Source: an optimization exercise on an open RTL-to-GDS flow (aim: small area). Production flows keep margins and buffers that such runs may drop.
Only simulation tests tie the RTL to the original design; equivalence was not proved.
No activity file was given, so power comes from the tool's default toggle rates.

$ cat design/flow/design.v
module classifier_top (
  input  wire clk,
  input  wire rst_n,
  input  wire signed [3:0]  x_int4,
  input  wire signed [7:0]  w_int8,
  input  wire new_feat,
  input  wire new_class,
  input  wire [2:0] class_id,
  output reg  signed [19:0] acc20,
  output reg  signed [19:0] max_score,
  output reg  [2:0] max_class
);
  wire en1;
  c_nor2b u_en1 (new_class, new_feat, en1);
  wire nxg2;
  c_nand2 u_nxg2 (x_int4[0], en1, nxg2);
  wire nxg3;
  c_nand2 u_nxg3 (x_int4[1], en1, nxg3);
  wire nxg4;
  c_nand2 u_nxg4 (x_int4[2], en1, nxg4);
  wire nxg5;
  c_nand2 u_nxg5 (x_int4[3], en1, nxg5);
  wire xg6;
  c_inv u_xg6 (nxg3, xg6);
  wire xg7;
  c_inv u_xg7 (nxg5, xg7);
  wire one8;
  c_inv u_one8 (nxg2, one8);
  wire two9;
  c_nor2b u_two9 (nxg3, nxg2, two9);
  wire one10;
  c_xor2 u_one10 (nxg3, nxg4, one10);
  wire two11;
  c_xnor2 u_two11 (nxg4, nxg3, two11);
  wire two12;
  c_xor2 u_two12 (nxg5, nxg4, two12);
  wire two13;
  c_and2 u_two13 (two11, two12, two13);
  wire sel14;
  c_nand2 u_sel14 (one8, w_int8[0], sel14);
  wire pp15;
  c_xnor2 u_pp15 (sel14, xg6, pp15);
  wire sel16;
  c_a22oi u_sel16 (one8, w_int8[1], two9, w_int8[0], sel16);
  wire pp17;
  c_xnor2 u_pp17 (sel16, xg6, pp17);
  wire sel18;
  c_a22oi u_sel18 (one8, w_int8[2], two9, w_int8[1], sel18);
  wire pp19;
  c_xnor2 u_pp19 (sel18, xg6, pp19);
  wire sel20;
  c_a22oi u_sel20 (one8, w_int8[3], two9, w_int8[2], sel20);
  wire pp21;
  c_xnor2 u_pp21 (sel20, xg6, pp21);
  wire sel22;
  c_a22oi u_sel22 (one8, w_int8[4], two9, w_int8[3], sel22);
  wire pp23;
  c_xnor2 u_pp23 (sel22, xg6, pp23);
  wire sel24;
  c_a22oi u_sel24 (one8, w_int8[5], two9, w_int8[4], sel24);
  wire pp25;
  c_xnor2 u_pp25 (sel24, xg6, pp25);
  wire sel26;
  c_a22oi u_sel26 (one8, w_int8[6], two9, w_int8[5], sel26);
  wire pp27;
  c_xnor2 u_pp27 (sel26, xg6, pp27);
  wire sel28;
  c_a22oi u_sel28 (one8, w_int8[7], two9, w_int8[6], sel28);
  wire pp29;
  c_xnor2 u_pp29 (sel28, xg6, pp29);
  wire sel30;
  c_a22oi u_sel30 (one8, w_int8[7], two9, w_int8[7], sel30);
  wire pp31;
  c_xor2 u_pp31 (sel30, xg6, pp31);
  wire sel32;
  c_nand2 u_sel32 (one10, w_int8[0], sel32);
  wire pp33;
  c_xnor2 u_pp33 (sel32, xg7, pp33);
  wire sel34;
  c_a22oi u_sel34 (one10, w_int8[1], two13, w_int8[0], sel34);
  wire pp35;
  c_xnor2 u_pp35 (sel34, xg7, pp35);
  wire sel36;
  c_a22oi u_sel36 (one10, w_int8[2], two13, w_int8[1], sel36);
  wire pp37;
  c_xnor2 u_pp37 (sel36, xg7, pp37);
  wire sel38;
  c_a22oi u_sel38 (one10, w_int8[3], two13, w_int8[2], sel38);
  wire pp39;
  c_xnor2 u_pp39 (sel38, xg7, pp39);
  wire sel40;
  c_a22oi u_sel40 (one10, w_int8[4], two13, w_int8[3], sel40);
  wire pp41;
  c_xnor2 u_pp41 (sel40, xg7, pp41);
  wire sel42;
  c_a22oi u_sel42 (one10, w_int8[5], two13, w_int8[4], sel42);
  wire pp43;
  c_xnor2 u_pp43 (sel42, xg7, pp43);
  wire sel44;
  c_a22oi u_sel44 (one10, w_int8[6], two13, w_int8[5], sel44);
  wire pp45;
  c_xnor2 u_pp45 (sel44, xg7, pp45);
  wire sel46;
  c_a22oi u_sel46 (one10, w_int8[7], two13, w_int8[6], sel46);
  wire pp47;
  c_xnor2 u_pp47 (sel46, xg7, pp47);
  wire sel48;
  c_a22oi u_sel48 (one10, w_int8[7], two13, w_int8[7], sel48);
  wire pp49;
  c_xor2 u_pp49 (sel48, xg7, pp49);
  wire f50, f51;
  c_fa u_f50 (acc20[0], xg6, pp15, f50, f51);
  wire f52, f53;
  c_fa u_f52 (acc20[1], pp17, f51, f52, f53);
  wire f54, f55;
  c_fa u_f54 (acc20[2], xg7, pp19, f54, f55);
  wire f56, f57;
  c_fa u_f56 (pp33, f54, f53, f56, f57);
  wire f58, f59;
  c_fa u_f58 (acc20[3], pp21, pp35, f58, f59);
  wire h60, h61;
  c_ha u_h60 (f55, f58, h60, h61);
  wire f62, f63;
  c_fa u_f62 (acc20[4], pp23, pp37, f62, f63);
  wire f64, f65;
  c_fa u_f64 (f59, f62, h61, f64, f65);
  wire f66, f67;
  c_fa u_f66 (acc20[5], pp25, pp39, f66, f67);
  wire h68, h69;
  c_ha u_h68 (f63, f66, h68, h69);
  wire f70, f71;
  c_fa u_f70 (acc20[6], pp27, pp41, f70, f71);
  wire f72, f73;
  c_fa u_f72 (f67, f70, h69, f72, f73);
  wire f74, f75;
  c_fa u_f74 (acc20[7], pp29, pp43, f74, f75);
  wire h76, h77;
  c_ha u_h76 (f71, f74, h76, h77);
  wire co78;
  c_nor2 u_co78 (acc20[8], pp31, co78);
  wire s79;
  c_xnor2 u_s79 (acc20[8], pp31, s79);
  wire f80, f81;
  c_fa u_f80 (pp45, s79, f75, f80, f81);
  wire co82;
  c_nor2 u_co82 (acc20[9], pp47, co82);
  wire s83;
  c_xor2 u_s83 (acc20[9], pp47, s83);
  wire s84;
  c_xor2 u_s84 (co78, s83, s84);
  wire h85;
  c_nor2 u_h85 (co78, s83, h85);
  wire i86;
  c_inv u_i86 (co82, i86);
  wire f87, f88;
  c_fa u_f87 (acc20[10], pp49, i86, f87, f88);
  wire h89, h90;
  c_ha u_h89 (h60, f57, h89, h90);
  wire s91;
  c_xnor2 u_s91 (f64, h90, s91);
  wire cy92;
  c_nand2 u_cy92 (f64, h90, cy92);
  wire pn93;
  c_xnor2 u_pn93 (h68, f65, pn93);
  wire gn94;
  c_nand2 u_gn94 (h68, f65, gn94);
  wire s95;
  c_xnor2 u_s95 (pn93, cy92, s95);
  wire cy96;
  c_o21ai u_cy96 (pn93, cy92, gn94, cy96);
  wire s97;
  c_xnor2 u_s97 (f72, cy96, s97);
  wire cy98;
  c_nand2 u_cy98 (f72, cy96, cy98);
  wire pn99;
  c_xnor2 u_pn99 (h76, f73, pn99);
  wire gn100;
  c_nand2 u_gn100 (h76, f73, gn100);
  wire s101;
  c_xnor2 u_s101 (pn99, cy98, s101);
  wire cy102;
  c_o21ai u_cy102 (pn99, cy98, gn100, cy102);
  wire gp103, gp104;
  c_ha u_gp103 (h77, f80, gp103, gp104);
  wire s105;
  c_xnor2 u_s105 (gp103, cy102, s105);
  wire cy106;
  c_a21oi u_cy106 (gp103, cy102, gp104, cy106);
  wire pn107;
  c_xnor2 u_pn107 (s84, f81, pn107);
  wire gn108;
  c_nand2 u_gn108 (s84, f81, gn108);
  wire s109;
  c_xnor2 u_s109 (pn107, cy106, s109);
  wire cy110;
  c_o21ai u_cy110 (pn107, cy106, gn108, cy110);
  wire gp111, gp112;
  c_ha u_gp111 (h85, f87, gp111, gp112);
  wire s113;
  c_xnor2 u_s113 (gp111, cy110, s113);
  wire cy114;
  c_a21oi u_cy114 (gp111, cy110, gp112, cy114);
  wire t115;
  c_xor2 u_t115 (f88, cy114, t115);
  wire s116;
  c_xnor2 u_s116 (acc20[11], t115, s116);
  wire fk117;
  c_xnor2 u_fk117 (acc20[11], f88, fk117);
  wire tc118;
  c_nand2 u_tc118 (t115, fk117, tc118);
  wire s119;
  c_xor2 u_s119 (acc20[12], tc118, s119);
  wire fk120;
  c_xor2 u_fk120 (acc20[12], f88, fk120);
  wire tc121;
  c_nor2 u_tc121 (tc118, fk120, tc121);
  wire s122;
  c_xnor2 u_s122 (acc20[13], tc121, s122);
  wire fk123;
  c_xnor2 u_fk123 (acc20[13], f88, fk123);
  wire tc124;
  c_nand2 u_tc124 (tc121, fk123, tc124);
  wire s125;
  c_xor2 u_s125 (acc20[14], tc124, s125);
  wire fk126;
  c_xor2 u_fk126 (acc20[14], f88, fk126);
  wire tc127;
  c_nor2 u_tc127 (tc124, fk126, tc127);
  wire s128;
  c_xnor2 u_s128 (acc20[15], tc127, s128);
  wire fk129;
  c_xnor2 u_fk129 (acc20[15], f88, fk129);
  wire tc130;
  c_nand2 u_tc130 (tc127, fk129, tc130);
  wire s131;
  c_xor2 u_s131 (acc20[16], tc130, s131);
  wire fk132;
  c_xor2 u_fk132 (acc20[16], f88, fk132);
  wire tc133;
  c_nor2 u_tc133 (tc130, fk132, tc133);
  wire s134;
  c_xnor2 u_s134 (acc20[17], tc133, s134);
  wire fk135;
  c_xnor2 u_fk135 (acc20[17], f88, fk135);
  wire tc136;
  c_nand2 u_tc136 (tc133, fk135, tc136);
  wire s137;
  c_xor2 u_s137 (acc20[18], tc136, s137);
  wire fk138;
  c_xor2 u_fk138 (acc20[18], f88, fk138);
  wire tc139;
  c_nor2 u_tc139 (tc136, fk138, tc139);
  wire s140;
  c_xnor2 u_s140 (acc20[19], tc139, s140);
  wire z141;
  c_nor2b u_z141 (new_class, f50, z141);
  wire z142;
  c_nor2b u_z142 (new_class, f52, z142);
  wire z143;
  c_nor2b u_z143 (new_class, f56, z143);
  wire z144;
  c_nor2b u_z144 (new_class, h89, z144);
  wire z145;
  c_nor2 u_z145 (new_class, s91, z145);
  wire z146;
  c_nor2 u_z146 (new_class, s95, z146);
  wire z147;
  c_nor2 u_z147 (new_class, s97, z147);
  wire z148;
  c_nor2 u_z148 (new_class, s101, z148);
  wire z149;
  c_nor2 u_z149 (new_class, s105, z149);
  wire z150;
  c_nor2 u_z150 (new_class, s109, z150);
  wire z151;
  c_nor2 u_z151 (new_class, s113, z151);
  wire z152;
  c_nor2 u_z152 (new_class, s116, z152);
  wire z153;
  c_nor2 u_z153 (new_class, s119, z153);
  wire z154;
  c_nor2 u_z154 (new_class, s122, z154);
  wire z155;
  c_nor2 u_z155 (new_class, s125, z155);
  wire z156;
  c_nor2 u_z156 (new_class, s128, z156);
  wire z157;
  c_nor2 u_z157 (new_class, s131, z157);
  wire z158;
  c_nor2 u_z158 (new_class, s134, z158);
  wire z159;
  c_nor2 u_z159 (new_class, s137, z159);
  wire z160;
  c_nor2 u_z160 (new_class, s140, z160);
  wire gt161;
  c_nor2b u_gt161 (max_score[0], acc20[0], gt161);
  wire cpx162;
  c_nor2b u_cpx162 (max_score[1], acc20[1], cpx162);
  wire cpy163;
  c_nand2b u_cpy163 (acc20[1], max_score[1], cpy163);
  wire gt164;
  c_a21oi u_gt164 (cpy163, gt161, cpx162, gt164);
  wire cpx165;
  c_nand2b u_cpx165 (max_score[2], acc20[2], cpx165);
  wire cpy166;
  c_nor2b u_cpy166 (acc20[2], max_score[2], cpy166);
  wire gt167;
  c_o21ai u_gt167 (cpy166, gt164, cpx165, gt167);
  wire cpx168;
  c_nor2b u_cpx168 (max_score[3], acc20[3], cpx168);
  wire cpy169;
  c_nand2b u_cpy169 (acc20[3], max_score[3], cpy169);
  wire gt170;
  c_a21oi u_gt170 (cpy169, gt167, cpx168, gt170);
  wire cpx171;
  c_nand2b u_cpx171 (max_score[4], acc20[4], cpx171);
  wire cpy172;
  c_nor2b u_cpy172 (acc20[4], max_score[4], cpy172);
  wire gt173;
  c_o21ai u_gt173 (cpy172, gt170, cpx171, gt173);
  wire cpx174;
  c_nor2b u_cpx174 (max_score[5], acc20[5], cpx174);
  wire cpy175;
  c_nand2b u_cpy175 (acc20[5], max_score[5], cpy175);
  wire gt176;
  c_a21oi u_gt176 (cpy175, gt173, cpx174, gt176);
  wire cpx177;
  c_nand2b u_cpx177 (max_score[6], acc20[6], cpx177);
  wire cpy178;
  c_nor2b u_cpy178 (acc20[6], max_score[6], cpy178);
  wire gt179;
  c_o21ai u_gt179 (cpy178, gt176, cpx177, gt179);
  wire cpx180;
  c_nor2b u_cpx180 (max_score[7], acc20[7], cpx180);
  wire cpy181;
  c_nand2b u_cpy181 (acc20[7], max_score[7], cpy181);
  wire gt182;
  c_a21oi u_gt182 (cpy181, gt179, cpx180, gt182);
  wire cpx183;
  c_nand2b u_cpx183 (max_score[8], acc20[8], cpx183);
  wire cpy184;
  c_nor2b u_cpy184 (acc20[8], max_score[8], cpy184);
  wire gt185;
  c_o21ai u_gt185 (cpy184, gt182, cpx183, gt185);
  wire cpx186;
  c_nor2b u_cpx186 (max_score[9], acc20[9], cpx186);
  wire cpy187;
  c_nand2b u_cpy187 (acc20[9], max_score[9], cpy187);
  wire gt188;
  c_a21oi u_gt188 (cpy187, gt185, cpx186, gt188);
  wire cpx189;
  c_nand2b u_cpx189 (max_score[10], acc20[10], cpx189);
  wire cpy190;
  c_nor2b u_cpy190 (acc20[10], max_score[10], cpy190);
  wire gt191;
  c_o21ai u_gt191 (cpy190, gt188, cpx189, gt191);
  wire cpx192;
  c_nor2b u_cpx192 (max_score[11], acc20[11], cpx192);
  wire cpy193;
  c_nand2b u_cpy193 (acc20[11], max_score[11], cpy193);
  wire gt194;
  c_a21oi u_gt194 (cpy193, gt191, cpx192, gt194);
  wire cpx195;
  c_nand2b u_cpx195 (max_score[12], acc20[12], cpx195);
  wire cpy196;
  c_nor2b u_cpy196 (acc20[12], max_score[12], cpy196);
  wire gt197;
  c_o21ai u_gt197 (cpy196, gt194, cpx195, gt197);
  wire cpx198;
  c_nor2b u_cpx198 (max_score[13], acc20[13], cpx198);
  wire cpy199;
  c_nand2b u_cpy199 (acc20[13], max_score[13], cpy199);
  wire gt200;
  c_a21oi u_gt200 (cpy199, gt197, cpx198, gt200);
  wire cpx201;
  c_nand2b u_cpx201 (max_score[14], acc20[14], cpx201);
  wire cpy202;
  c_nor2b u_cpy202 (acc20[14], max_score[14], cpy202);
  wire gt203;
  c_o21ai u_gt203 (cpy202, gt200, cpx201, gt203);
  wire cpx204;
  c_nor2b u_cpx204 (max_score[15], acc20[15], cpx204);
  wire cpy205;
  c_nand2b u_cpy205 (acc20[15], max_score[15], cpy205);
  wire gt206;
  c_a21oi u_gt206 (cpy205, gt203, cpx204, gt206);
  wire cpx207;
  c_nand2b u_cpx207 (max_score[16], acc20[16], cpx207);
  wire cpy208;
  c_nor2b u_cpy208 (acc20[16], max_score[16], cpy208);
  wire gt209;
  c_o21ai u_gt209 (cpy208, gt206, cpx207, gt209);
  wire cpx210;
  c_nor2b u_cpx210 (max_score[17], acc20[17], cpx210);
  wire cpy211;
  c_nand2b u_cpy211 (acc20[17], max_score[17], cpy211);
  wire gt212;
  c_a21oi u_gt212 (cpy211, gt209, cpx210, gt212);
  wire cpx213;
  c_nand2b u_cpx213 (max_score[18], acc20[18], cpx213);
  wire cpy214;
  c_nor2b u_cpy214 (acc20[18], max_score[18], cpy214);
  wire gt215;
  c_o21ai u_gt215 (cpy214, gt212, cpx213, gt215);
  wire cpx216;
  c_nor2b u_cpx216 (acc20[19], max_score[19], cpx216);
  wire cpy217;
  c_nand2b u_cpy217 (max_score[19], acc20[19], cpy217);
  wire gt218;
  c_a21oi u_gt218 (cpy217, gt215, cpx216, gt218);
  wire upd219;
  c_nor2b u_upd219 (gt218, new_class, upd219);
  wire updn220;
  c_nand2b u_updn220 (gt218, new_class, updn220);
  wire md221;
  c_a22o u_md221 (upd219, acc20[0], updn220, max_score[0], md221);
  wire md222;
  c_a22o u_md222 (upd219, acc20[3], updn220, max_score[3], md222);
  wire md223;
  c_a22o u_md223 (upd219, acc20[6], updn220, max_score[6], md223);
  wire md224;
  c_a22o u_md224 (upd219, acc20[9], updn220, max_score[9], md224);
  wire md225;
  c_a22o u_md225 (upd219, acc20[12], updn220, max_score[12], md225);
  wire md226;
  c_a22o u_md226 (upd219, acc20[15], updn220, max_score[15], md226);
  wire md227;
  c_a22o u_md227 (upd219, acc20[18], updn220, max_score[18], md227);
  wire md228;
  c_a22o u_md228 (upd219, class_id[1], updn220, max_class[1], md228);
  wire upd229;
  c_nor2b u_upd229 (gt218, new_class, upd229);
  wire updn230;
  c_nand2b u_updn230 (gt218, new_class, updn230);
  wire md231;
  c_a22o u_md231 (upd229, acc20[1], updn230, max_score[1], md231);
  wire md232;
  c_a22o u_md232 (upd229, acc20[4], updn230, max_score[4], md232);
  wire md233;
  c_a22o u_md233 (upd229, acc20[7], updn230, max_score[7], md233);
  wire md234;
  c_a22o u_md234 (upd229, acc20[10], updn230, max_score[10], md234);
  wire md235;
  c_a22o u_md235 (upd229, acc20[13], updn230, max_score[13], md235);
  wire md236;
  c_a22o u_md236 (upd229, acc20[16], updn230, max_score[16], md236);
  wire md237;
  c_a22o u_md237 (upd229, acc20[19], updn230, max_score[19], md237);
  wire md238;
  c_a22o u_md238 (upd229, class_id[2], updn230, max_class[2], md238);
  wire upd239;
  c_nor2b u_upd239 (gt218, new_class, upd239);
  wire updn240;
  c_nand2b u_updn240 (gt218, new_class, updn240);
  wire md241;
  c_a22o u_md241 (upd239, acc20[2], updn240, max_score[2], md241);
  wire md242;
  c_a22o u_md242 (upd239, acc20[5], updn240, max_score[5], md242);
  wire md243;
  c_a22o u_md243 (upd239, acc20[8], updn240, max_score[8], md243);
  wire md244;
  c_a22o u_md244 (upd239, acc20[11], updn240, max_score[11], md244);
  wire md245;
  c_a22o u_md245 (upd239, acc20[14], updn240, max_score[14], md245);
  wire md246;
  c_a22o u_md246 (upd239, acc20[17], updn240, max_score[17], md246);
  wire md247;
  c_a22o u_md247 (upd239, class_id[0], updn240, max_class[0], md247);
  wire [19:0] acc_d = {z160, z159, z158, z157, z156, z155, z154, z153, z152, z151, z150, z149, z148, z147, z146, z145, z144, z143, z142, z141};
  wire [19:0] max_d = {md237, md227, md246, md236, md226, md245, md235, md225, md244, md234, md224, md243, md233, md223, md242, md232, md222, md241, md231, md221};
  wire [2:0] cls_d = {md238, md228, md247};
  always @(posedge clk or negedge rst_n) begin
    if (!rst_n) begin
      acc20     <= 20'd0;
      max_score <= 20'd0;
      max_class <= 3'd0;
    end else begin
      acc20     <= acc_d;
      max_score <= max_d;
      max_class <= cls_d;
    end
  end
endmodule
module c_a21oi (input a1, input a2, input b1, output y);
  assign y = ~((a1 & a2) | b1);
endmodule
module c_a22o (input a1, input a2, input b1, input b2, output y);
  assign y = (a1 & a2) | (b1 & b2);
endmodule
module c_a22oi (input a1, input a2, input b1, input b2, output y);
  assign y = ~((a1 & a2) | (b1 & b2));
endmodule
module c_and2 (input a, input b, output y);
  assign y = a & b;
endmodule
module c_fa (input a, input b, input c, output s, output co);
  assign s = a ^ b ^ c;
  assign co = (a & b) | (a & c) | (b & c);
endmodule
module c_ha (input a, input b, output s, output co);
  assign s = a ^ b;
  assign co = a & b;
endmodule
module c_inv (input a, output y);
  assign y = ~a;
endmodule
module c_nand2 (input a, input b, output y);
  assign y = ~(a & b);
endmodule
module c_nand2b (input an, input b, output y);
  assign y = an | ~b;
endmodule
module c_nor2 (input a, input b, output y);
  assign y = ~(a | b);
endmodule
module c_nor2b (input a, input bn, output y);
  assign y = ~a & bn;
endmodule
module c_o21ai (input a1, input a2, input b1, output y);
  assign y = ~((a1 | a2) & b1);
endmodule
module c_xnor2 (input a, input b, output y);
  assign y = ~(a ^ b);
endmodule
module c_xor2 (input a, input b, output y);
  assign y = a ^ b;
endmodule
$ cat design/flow/flow/run.sh
#!/bin/bash
# The standard layout (standard.sh) with two changes to how the layout is made:
#  - the port buffers that buffer_ports inserts are sky130_fd_sc_hd__buf_1;
#  - clock tree synthesis inserts no dummy loads;
#  - after the standard synthesis (run unchanged), combinational cells that synthesis
#    upsized are set back to their smallest drive strength (downsize.tcl); the floorplan's
#    timing repair and the later repair steps upsize again wherever timing needs it.
# Each tool's output goes to its own log file here.
set -euo pipefail
export BUFFER_PORTS_ARGS="-buffer_cell sky130_fd_sc_hd__buf_1"
export CTS_ARGS="-sink_clustering_enable -repair_clock_nets -dont_use_dummy_load"
bash standard.sh synth > synth.log 2>&1
export RESULTS=orfs/results/sky130hd/classifier_top/base
openroad -no_init -exit flow/downsize.tcl > downsize.log 2>&1
bash standard.sh finish > standard_flow.log 2>&1
$ cat design/flow/flow/downsize.tcl
# Set every combinational cell of the synthesized netlist to its smallest-area variant of
# the same function (e.g. nor2b_4 -> nor2b_1). Registers, buffers and tie cells are kept.
set results $::env(RESULTS)
read_db $results/1_synth.odb
read_liberty $::env(FLOW_HOME)/platforms/sky130hd/lib/sky130_fd_sc_hd__tt_025C_1v80.lib
set db [ord::get_db]
set block [[$db getChip] getBlock]
set n 0
foreach inst [$block getInsts] {
  set m [[$inst getMaster] getName]
  if {![regexp {^sky130_fd_sc_hd__([a-z0-9]+)_([0-9]+)$} $m -> base size]} { continue }
  if {[regexp {^(df|edf|sdf|dl|buf|clkbuf|clkdly|dlygate|dlymetal|conb|tap|fill|decap|diode|lpflow|probe)} $base]} { continue }
  set best $m
  set best_area [[$inst getMaster] getWidth]
  foreach s {0 1 2} {
    set cand "sky130_fd_sc_hd__${base}_$s"
    set cm [$db findMaster $cand]
    if {$cm == "NULL" || $cand == $m} { continue }
    if {[get_lib_cells -quiet $cand] == ""} { continue }
    if {[$cm getWidth] < $best_area} {
      set best $cand
      set best_area [$cm getWidth]
    }
  }
  if {$best != $m} {
    puts "[$inst getName]: $m -> $best"
    replace_cell [$inst getName] $best
    incr n
  }
}
puts "downsized $n cells"
write_db $results/1_synth.odb
$ cat design/flow/standard.sh
#!/bin/bash
# synth_recipe.tcl (not shown) runs the flow's synth.tcl, then flattens the netlist and writes it again
# the make line also repeats each setting of config.mk as NAME=value (left out here)
make -C /OpenROAD-flow-scripts/flow DESIGN_CONFIG=/design/flow/config.mk WORK_HOME=/design/flow/orfs CLKGATE_MAP_FILE= SYNTH_SCRIPT=/design/flow/synth_recipe.tcl "${@:-finish}"
$ cat design/flow/config.mk
export PLATFORM = sky130hd
export DESIGN_NAME = classifier_top
export DESIGN_NICKNAME = classifier_top
export VERILOG_FILES = /design/flow/design.v
export SDC_FILE = /design/flow/constraint.sdc
export NUM_CORES = 4
export LEC_CHECK = 0
export CAP_MARGIN = 20
export CORE_MARGIN = 2
export CORE_UTILIZATION = 40
export GPL_TIMING_DRIVEN = 0
export SLEW_MARGIN = 20
export SYNTH_HIERARCHICAL = 1
export SYNTH_MINIMUM_KEEP_SIZE = 0
$ cat design/flow/constraint.sdc
create_clock -name core_clock -period 6.5 [get_ports {clk}]
set_input_delay 1.3000 -clock core_clock [delete_from_list [all_inputs] [get_ports {clk}]]
set_output_delay 1.3000 -clock core_clock [all_outputs]
set_load 0.01 [all_outputs]
==> results.txt <==
* Outcome: no timing/DRC/antenna violations
* Core area at 6760 sq um
* Max Cap Viol at 0
* Number of global-route vias before repair at 1977
* Worst hold slack at 0.497 ns
* DP Cell Count at 413
* Vias post-DR at 2157
* Critical path's top delay family: simple AND/OR/NAND/NOR gates
* Clock transition at path regs at 0.09 ns
* Fin crit share at 0.937
* Via density at 5.15
* Layout Cell Area excl Fill at 3260 sq um
* LEAKAGE at 1.38 nW
* Max clock buf depth at 2
* Initial DRT Pass Iterations at 4
* Post-Route Utilization at 0.483
* Inserted Diodes at 0
* Most common cell after layout, fill and taps aside: buf_1
* Fin. Hold Viols at 0
* Multi-input gate area at 1740 sq um
* DRC viols at 0
* All-layer global routing usage at 0.158
* Routability Congestion at 0.764
* Cell mode on critical path: nand2_1
* Initial core utilization at 0.413
* H-tree Lvls at 2
* DR WL/cell at 13.6 um
* Post-layout minimum cycle time at 6.09 ns
* Start point of the critical path: new_class
* CTS tree: yes
* Worst vdd ir at 0.000133 V
* CTS buffer count at 5
* Setup violations, final at 0
* Synth-to-Final Area Change at 16.8%
* Reg area at 1080 sq um
* Crit start category: primary input
* # clock sinks at 43
* Yosys synthesis warning count at 7
* Critical Path Max Stage Delay at 0.51 ns
* Post-Layout Cell Count at 419
* Die Wd at 87.5 um
* I/O pins at 62
* Largest net degree at the start of global routing at 31
* Arrival time worst endpoint at 6.28 ns
* Most frequent cells in the layout: buf_1 (59), dfrtp_1 (43), xnor2_1 (36)
* Die Ht at 87.5 um
* Max FO, Critical Path at 27
* # fillers at 651
* Mean Syn Cell Area at 10.3 sq um
* Hpwl dp at 4400 um
* Slew at the pin closest to its max-slew limit at 0.851 ns
* Post-CTS Hold Fix Bufs at 0
* Setup crit end kind: register
* Synthesized net count at 309
* Worst slew margin at 0.431
* Final wirelength at 5700 um
* Worst Path Required at 6.69 ns
* Grt ovf at 0
* Buf/Inv on CP at 1
* CP max-delay cell: fa_1
* Floorplan row count at 30
* Mapped Area at 2790 sq um
* Fmax at 164 MHz
* Clock root cell: clkbuf_8
* Critical hold path startpoint: max_class[1]
* Initial antenna violation count at 0
* RSZ-0062 raised after global routing: false
* Nets at 379
* Power Dens Cells at 465 nW/um^2
* DIE AREA at 7660 sq um
* Gate Count Post-Synth at 271
* Ratio of cells with drive above 1 in the final layout at 0.0531
* 1st-iter DRT viols at 75
* Global-route wire length before repair at 9400 um
* Final clock skew at 0.0178 ns
* Hold crit path type: reg2reg
* Worst-Skew Late Latency at 0.30 ns
* Critical R2R Launch: acc20[0]
* Critical path class: in2reg
* Final slew viol count at 0
* Cell Area, Placed at 3140 sq um
* Final ANT Viol Nets at 0
* PortBufs at 61
-- stage by stage --
| stage | power [mW] | setup TNS, ns | worst slack, ns |
|---|---|---|---|
| after floorplan | 1.10 | 0 | 0.532 |
| after global placement | 1.34 | -3.67 | -0.903 |
| after detailed placement | 1.35 | -4.68 | -1.07 |
| after CTS | 1.51 | 0 | 0.0285 |
| after global routing | 1.66 | 0 | 0.0340 |
| final | 1.52 | 0 | 0.409 |
-- worst register-to-register path, stage by stage (launching register included) --
cell and delay, ns:
dfrtp_1 0.43, fa_1 0.45, fa_1 0.39, fa_1 0.38
ha_1 0.21, nand2_1 0.11, o21ai_2 0.08, nand2_1 0.11
o21ai_2 0.09, a21oi_1 0.22, o21ai_1 0.13, a21oi_1 0.19
xor2_1 0.24, nand2_1 0.14, nor2_2 0.13, nand2_1 0.10
nor2_1 0.18, nand2_1 0.13, nor2_2 0.14, nand2_1 0.10
nor2_1 0.15, xnor2_1 0.14, nor2_1 0.06
-- layout make-up --
cell class | count | area share
multi-input cells | 224 | 0.533
flip-flops and latches | 43 | 0.330
repair buffers | 63 | 0.0802
well taps | 80 | 0.0307
clock buffers | 5 | 0.0211
inverters | 4 | 0.00460
-- sequential cells by signal, summed over array words and instances, names as in the netlist --
name,flops
acc20,20
max_class,3
max_score,20
-- worst paths after layout --
path / slack [ns] / depth (start not counted) / endpoint
worst max-delay path: 0.41 / 28 / acc20[19]
worst min-delay path: 0.50 / 1 / max_class[1]
worst max register to register: 2.11 / 22 / acc20[19]
worst min register to register: 0.50 / 1 / max_class[1]
max in group asynchronous: 5.12 / 2 / max_score[11]
min in group asynchronous: 0.89 / 1 / max_class[1]
-- power breakdown --
group | total [mW] | internal, mW | switching (mW) | leakage (nW)
Clock | 0.151 | 0.0693 | 0.0819 | 0.0359
Sequential | 0.462 | 0.358 | 0.104 | 0.571
Combinational | 0.902 | 0.399 | 0.503 | 0.772
-- what timing repair did --
action                                  in CTS  in global routing
pin swaps                                    0                  1
gates resized for setup                      7                  9
endpoints found under the setup margin       6                  4
setup buffers                                0                  1
-- metal layers --
metal  part of all wire  global-route usage
met1               0.47               0.208
met2               0.49               0.268
met3              0.039              0.0292
met4             0.0051              0.0420
met5                  0                   0

-- re-timing with driven ports --
No port has a modelled driver above. Below, the same layout with a new extraction and two added sets of constraints. Step 1, drivers: a clkbuf_16 drives clk and a buf_2 each remaining input, both assumed. Step 2 adds t to the input delays and takes it off the output delays; t is the mean of the earliest and latest rising clock arrival at the registers after step 1. Input paths then give back, and output paths get back, about the clock's delay inside the block. Slacks: ideal ports / drivers / drivers and shift; pairs: ideal ports / drivers.
t, ns: 0.315
setup slack, ns: 0.409 / 0.408 / 0.093
clock arrival spread, ns: 0.018 / 0.018
worst data-port slew with drivers (ns): 0.03
pins driven straight from the clock port: 1
After both steps setup and hold are still met in this run. For this run, drivers alone change the setup slack by -0.001 ns; drivers and shift together by -0.316 ns.
